Context: an optimization exercise on an open-source flow, tuned for small area, a short achievable clock period and few clock cycles per item. The choices shown serve that exercise and are no tape-out recipe.
Only simulation tests tie the RTL to the original design; equivalence was not proved.

== build 95 ==
==> flow/design.v (excerpt) <==
module multiplier #(MANT_BITS=23, EXP_BITS=8)(
	input wire clk,
	input wire reset_n,
	input wire input_valid,
	input logic [EXP_BITS+MANT_BITS:0] in_a,
	input logic [EXP_BITS+MANT_BITS:0] in_b,
	output logic [EXP_BITS+MANT_BITS:0] data_out,
	output logic output_valid
);
localparam [1:0] IDLE = 2'd0, SHIFT = 2'd1, MUL = 2'd2, LOAD = 2'd3;
logic [1:0] st;
logic [7:0] ea, eb;
logic za, zb;
logic [9:0] esum;               
logic slow;
assign ea = in_a[30:23];
assign eb = in_b[30:23];
assign za = (ea == 8'd0);
assign zb = (eb == 8'd0);
assign esum = {2'b0, ea | {7'b0, za}} + {2'b0, eb | {7'b0, zb}};
assign slow = (za & ~zb & (|in_a[22:0])) | (zb & ~za & (|in_b[22:0]));
logic [23:0] sh;                
logic        sh_a;              
logic [8:0]  e;                 
logic        s126_r;
wire shifting = (st == SHIFT) && !sh[23] && !e[8] && !s126_r;
always_ff @(posedge clk) begin
	if (st == IDLE)
		sh_a <= za;
	if (st == LOAD)
		sh <= {1'b0, sh_a ? in_a[22:0] : in_b[22:0]};
	else if (shifting)
		sh <= sh << 1;
end
  ...
==> flow/config.mk <==
export PLATFORM = sky130hd
export DESIGN_NAME = multiplier
export DESIGN_NICKNAME = multiplier
export VERILOG_FILES = /design/flow/design.v
export SDC_FILE = /design/flow/constraint.sdc
export NUM_CORES = 4
export LEC_CHECK = 0
export CAP_MARGIN = 20
export CORE_MARGIN = 2
export CORE_UTILIZATION = 65
export SETUP_SLACK_MARGIN = 2.4
export SLEW_MARGIN = 20
export SYNTH_HIERARCHICAL = 1
==> flow/constraint.sdc <==
create_clock -name core_clock -period 8.0 [get_ports {clk}]
set_input_delay 1.6000 -clock core_clock [delete_from_list [all_inputs] [get_ports {clk}]]
set_output_delay 1.6000 -clock core_clock [all_outputs]
set_load 0.01 [all_outputs]
standard.sh (not shown) runs the stock make flow with config.mk's settings and CLKGATE_MAP_FILE= SYNTH_SCRIPT=/design/flow/synth_recipe.tcl, a recipe that flattens the netlist after the stock synthesis.
==> flow/flow/run.sh <==
#!/bin/bash
set -euo pipefail
export BUFFER_PORTS_ARGS="-buffer_cell sky130_fd_sc_hd__buf_4"
bash standard.sh > standard.log 2>&1
Testbench counts of build 95, summed over its fixed seeds: cycles 3,200, items 3,200.
Edits applied to the flow inputs when going from build 95 to build 16:
- SETUP_SLACK_MARGIN changed from 2.4 to 2.2
Findings:
- Build 16 vs build 95: wire length on met3 up by a few percent
- Re starting utilization of the core area: no difference whatsoever between build 95 and build 16.
- Re timing-limited maximum frequency: build 16 is 2.9% down on build 95.
- On build 16: count of non-CTS buffers in the layout is about 4% lower than what build 95 gave.
- Any difference in clock insertion delay at the later pin of the skew report between build 95 and build 16 is small enough to ignore.
- Build 16 against build 95: worst path buffer plus inverter count fell 1, first-pass GRT wire length stayed essentially flat, cell area down about 1.7%, routed metal-1 wire length -0.92%.
- As far as number of global-route vias before repair is concerned, build 16 and build 95 perform about the same.
Here is what was changed in the inputs of build 78 compared with build 16.
- CORE_UTILIZATION now 55, was 65
- SETUP_SLACK_MARGIN now 2.3, was 2.2
- Area of the die is higher on build 78
- Min cell area across build 16 and build 78: build 16
- Build 78 finished every stage and its layout cleared the timing, design-rule and antenna checks.
- Summary of build 78 over build 16: routed wire length higher, clock-buffer cell count higher.
- Comparing build 16 and build 78, detailed-routed wire length on met2 is higher on build 78.
- Compared with build 16, in build 78 via count of the first global-routing pass went down, fraction of area in registers went down, wire length on met1 went up.
### build 78 -> build 5
- CORE_UTILIZATION now 60, was 55
Notes after the runs:
Comparing build 5 with build 78, the final weighted congestion in routability-driven placement came out essentially unchanged. Between build 78 and build 5, the cell count went down. Setup slack in build 5 is smaller than in build 78. Of build 5 and build 78, the run reporting the lower tap cell count was build 5. Changes observed in build 5 relative to build 78: area of all placed cells without fillers went down by 1.2%; half-perimeter wire length of the detailed placement result went down by 3.3%; clock buffer and inverter area fraction after layout was more or less identical; per-cell via count in the routed design went up by 2.3%; hold slack went up by 0.015 ns.

---

Another version of the RTL of multiplier (not shown whole).
Size: roughly 1900 cells after synthesis, about 100 I/O pins.
==> flow/config.mk <==
export PLATFORM = sky130hd
export DESIGN_NAME = multiplier
export DESIGN_NICKNAME = multiplier
export VERILOG_FILES = /design/flow/design.v
export SDC_FILE = /design/flow/constraint.sdc
export NUM_CORES = 4
export LEC_CHECK = 0
export CAP_MARGIN = 20
export CORE_MARGIN = 2
export CORE_UTILIZATION = 65
export SETUP_SLACK_MARGIN = 2.0
export SLEW_MARGIN = 20
export SYNTH_HIERARCHICAL = 1
==> flow/constraint.sdc <==
create_clock -name core_clock -period 8.0 [get_ports {clk}]
set_input_delay 1.6000 -clock core_clock [delete_from_list [all_inputs] [get_ports {clk}]]
set_output_delay 1.6000 -clock core_clock [all_outputs]
set_load 0.01 [all_outputs]
Scripts as last shown in full above: flow/flow/run.sh
The first run ran to the end with no violations.
Testbench counts at the start, summed over its fixed seeds: cycles 3,200, items 3,200.
Next try:
--- a/flow/config.mk
+++ b/flow/config.mk
@@ -10,2 +10,2 @@
-export CORE_UTILIZATION = 65
-export SETUP_SLACK_MARGIN = 2.0
+export CORE_UTILIZATION = 45
+export SETUP_SLACK_MARGIN = 3.0
Result: Via count rose by a little under a tenth; area after synthesis does not change; clock skew barely changes; wire length rose by about a fifth; utilization fell by 13 points; final area rose by about a fifth; setup slack improves by 600 ps.
Next try:
--- a/flow/config.mk
+++ b/flow/config.mk
@@ -10 +10 @@
-export CORE_UTILIZATION = 45
+export CORE_UTILIZATION = 65
@@ -13,0 +14 @@
+export TNS_END_PERCENT = 10
Effect: First-iteration DRC count goes up by 24%; cell area goes down by 8.2%; final cell count goes down by 9.6%; synthesized cell count is unchanged; via count is about the same; hold slack gains 71 ps; routed wire length goes down by 6.6%; die area goes down by 30%.
Next try:
--- a/flow/config.mk
+++ b/flow/config.mk
@@ -11 +11 @@
-export SETUP_SLACK_MARGIN = 3.0
+export SETUP_SLACK_MARGIN = 3.5
@@ -14 +13,0 @@
-export TNS_END_PERCENT = 10
With this change the flow failed in global routing.
Synthesized area does not change.
Synthesized cell count is unchanged.

---

multiplier again, from the RTL that the note above started with.
## multiplier
module multiplier #(MANT_BITS=23, EXP_BITS=8)(
	input wire clk,
	input wire reset_n,
	input wire input_valid,
	input logic [EXP_BITS+MANT_BITS:0] in_a,
	input logic [EXP_BITS+MANT_BITS:0] in_b,
	output logic [EXP_BITS+MANT_BITS:0] data_out,
	output logic output_valid
);
export LEC_CHECK = 0
export CAP_MARGIN = 20
export CORE_MARGIN = 2
export CORE_UTILIZATION = 65
export SETUP_SLACK_MARGIN = 2.2
export SLEW_MARGIN = 20
export SYNTH_HIERARCHICAL = 1
create_clock -name core_clock -period 8.0 [get_ports {clk}]
Scripts as last shown in full above: flow/flow/run.sh
Testbench counts at the start, summed over its fixed seeds: cycles 3,200, items 3,200.
Next try:
==> flow/flow/run.sh (replaced) <==
#!/bin/bash
set -euo pipefail
export BUFFER_PORTS_ARGS="-buffer_cell sky130_fd_sc_hd__buf_2"
bash standard.sh > standard.log 2>&1
- SETUP_SLACK_MARGIN: 2.2 -> 2.5
Routed wire length rises by 6.5%.
Clock skew falls by 0.0071 ns.
First-iteration DRC count rises by 13%.
Hold slack gets worse by 0.057 ns.
Sequential share of layout area falls by 0.43 points.
Worst setup slack gets better by 0.25 ns.
Non-clock buffer count rises by 59.
Die area does not change.
Next try:
==> flow/flow/run.sh (replaced) <==
#!/bin/bash
set -euo pipefail
export BUFFER_PORTS_ARGS="-buffer_cell sky130_fd_sc_hd__buf_4"
bash standard.sh > standard.log 2>&1
Effect: The new run passed the timing, design-rule and antenna checks. Count of clock-buffer cells in the layout rose by 1. Utilization fell by 1.8 points. Worst setup slack degrades by 0.013 ns. Die area is unchanged. Cell count fell by a few percent.

---

Starting RTL as in the previous note.
==> flow/config.mk <==
export PLATFORM = sky130hd
export DESIGN_NAME = multiplier
export DESIGN_NICKNAME = multiplier
export VERILOG_FILES = /design/flow/design.v
export SDC_FILE = /design/flow/constraint.sdc
export NUM_CORES = 4
export LEC_CHECK = 0
export CAP_MARGIN = 20
export CORE_MARGIN = 2
export CORE_UTILIZATION = 50
export SETUP_SLACK_MARGIN = 2.5
export SLEW_MARGIN = 20
export SYNTH_HIERARCHICAL = 1
==> flow/constraint.sdc <==
create_clock -name core_clock -period 8.0 [get_ports {clk}]
set_input_delay 1.6000 -clock core_clock [delete_from_list [all_inputs] [get_ports {clk}]]
set_output_delay 1.6000 -clock core_clock [all_outputs]
set_load 0.01 [all_outputs]
==> flow/flow/run.sh <==
#!/bin/bash
set -euo pipefail
export BUFFER_PORTS_ARGS="-buffer_cell sky130_fd_sc_hd__buf_4"
bash standard.sh > standard.log 2>&1
Testbench counts at the start, summed over its fixed seeds: cycles 3,200, items 3,200.
Next try:
CORE_UTILIZATION = 65   (was 50)
SETUP_SLACK_MARGIN = 3.0   (was 2.5)
After rerunning: The changed run aborted during 5_1_grt (GRT-0232). Area after synthesis does not change. Synthesized cell count does not change.

---

RTL: one of the versions met above, not the one the previous note started from.
For scale: roughly 110 flip-flops, about 100 I/O pins, ~0.019 mm² of cells after synthesis.
Design multiplier, start of the top module:
module multiplier #(MANT_BITS=23, EXP_BITS=8)(
	input wire clk,
	input wire reset_n,
	input wire input_valid,
	input logic [EXP_BITS+MANT_BITS:0] in_a,
	input logic [EXP_BITS+MANT_BITS:0] in_b,
	output logic [EXP_BITS+MANT_BITS:0] data_out,
	output logic output_valid
);
clock: 8.0 ns
lec_check: 0
cap_margin: 20
core_margin: 2
core_utilization: 65
gpl_routability_driven: 0
setup_slack_margin: 2.3
slew_margin: 20
synth_hierarchical: 1
Scripts as last shown in full above: flow/flow/run.sh
Testbench counts at the start, summed over its fixed seeds: cycles 3,200, items 3,200.
Change:
- CORE_UTILIZATION: 65 -> 60
- GPL_ROUTABILITY_DRIVEN: 0 -> default
- SETUP_SLACK_MARGIN: 2.3 -> 2.7
=>
- The new run ran to the end with no violations
- wire length rises by about 6%
- maximum frequency climbs by 4.8%
- sequential share of layout area came out lower by 0.56 points

-- afterwards: timing with drivers on the ports --
Ports are ideal in the flow. The routed layouts listed here were re-timed in OpenROAD. Step 1 sets driving cells, clkbuf_16 on the clock port and buf_2 on the other inputs (assumed; they add their load-dependent delay and slew). Step 2 moves the port delays by t, midway between the first and last clock arrival at a register: inputs arrive t later, outputs are due t later. That takes back most of the time a late clock gives input paths. Slacks: no drivers / after step 1 / after step 2; pairs: no drivers / after step 1.
| run | shift t [ns] | setup slack, ns | hold WS [ns] | latest minus earliest clock arrival (ns) |
|---|---|---|---|---|
| build 95 | 0.413 | 2.436 / 2.452 / 2.039 | 0.644 / 0.644 / 0.644 | 0.020 / 0.020 |
| build 16 | 0.412 | 2.272 / 2.299 / 1.887 | 0.582 / 0.582 / 0.582 | 0.016 / 0.017 |
| build 78 | 0.424 | 2.409 / 2.431 / 2.007 | 0.599 / 0.599 / 0.599 | 0.028 / 0.029 |
| build 5 | 0.423 | 2.359 / 2.386 / 1.963 | 0.615 / 0.615 / 0.615 | 0.017 / 0.017 |
| the first run of note 2 | 0.444 | 2.089 / 2.125 / 1.681 | 0.584 / 0.584 / 0.584 | 0.015 / 0.014 |
| the second run of note 2 | 0.453 | 2.692 / 2.704 / 2.251 | 0.519 / 0.519 / 0.519 | 0.015 / 0.015 |
| the third run of note 2 | 0.440 | 2.414 / 2.438 / 1.998 | 0.590 / 0.590 / 0.590 | 0.019 / 0.019 |
| the first run of note 3 | 0.440 | 2.259 / 2.287 / 1.848 | 0.581 / 0.581 / 0.581 | 0.017 / 0.017 |
| the second run of note 3 | 0.440 | 2.504 / 2.540 / 2.100 | 0.525 / 0.525 / 0.525 | 0.015 / 0.014 |
| the third run of note 3 | 0.445 | 2.491 / 2.519 / 2.075 | 0.594 / 0.594 / 0.594 | 0.025 / 0.025 |
| the first run of note 4 | 0.437 | 2.508 / 2.537 / 2.100 | 0.574 / 0.574 / 0.574 | 0.025 / 0.026 |
| the first run of note 5 | 0.406 | 2.342 / 2.360 / 1.953 | 0.610 / 0.610 / 0.610 | 0.018 / 0.019 |
| the second run of note 5 | 0.426 | 2.603 / 2.610 / 2.184 | 0.628 / 0.628 / 0.628 | 0.024 / 0.025 |
After both steps setup and hold are still met in every run listed. For the second run of note 2, which loses most, drivers alone change the setup slack by +0.012 ns; drivers and shift together by -0.441 ns.
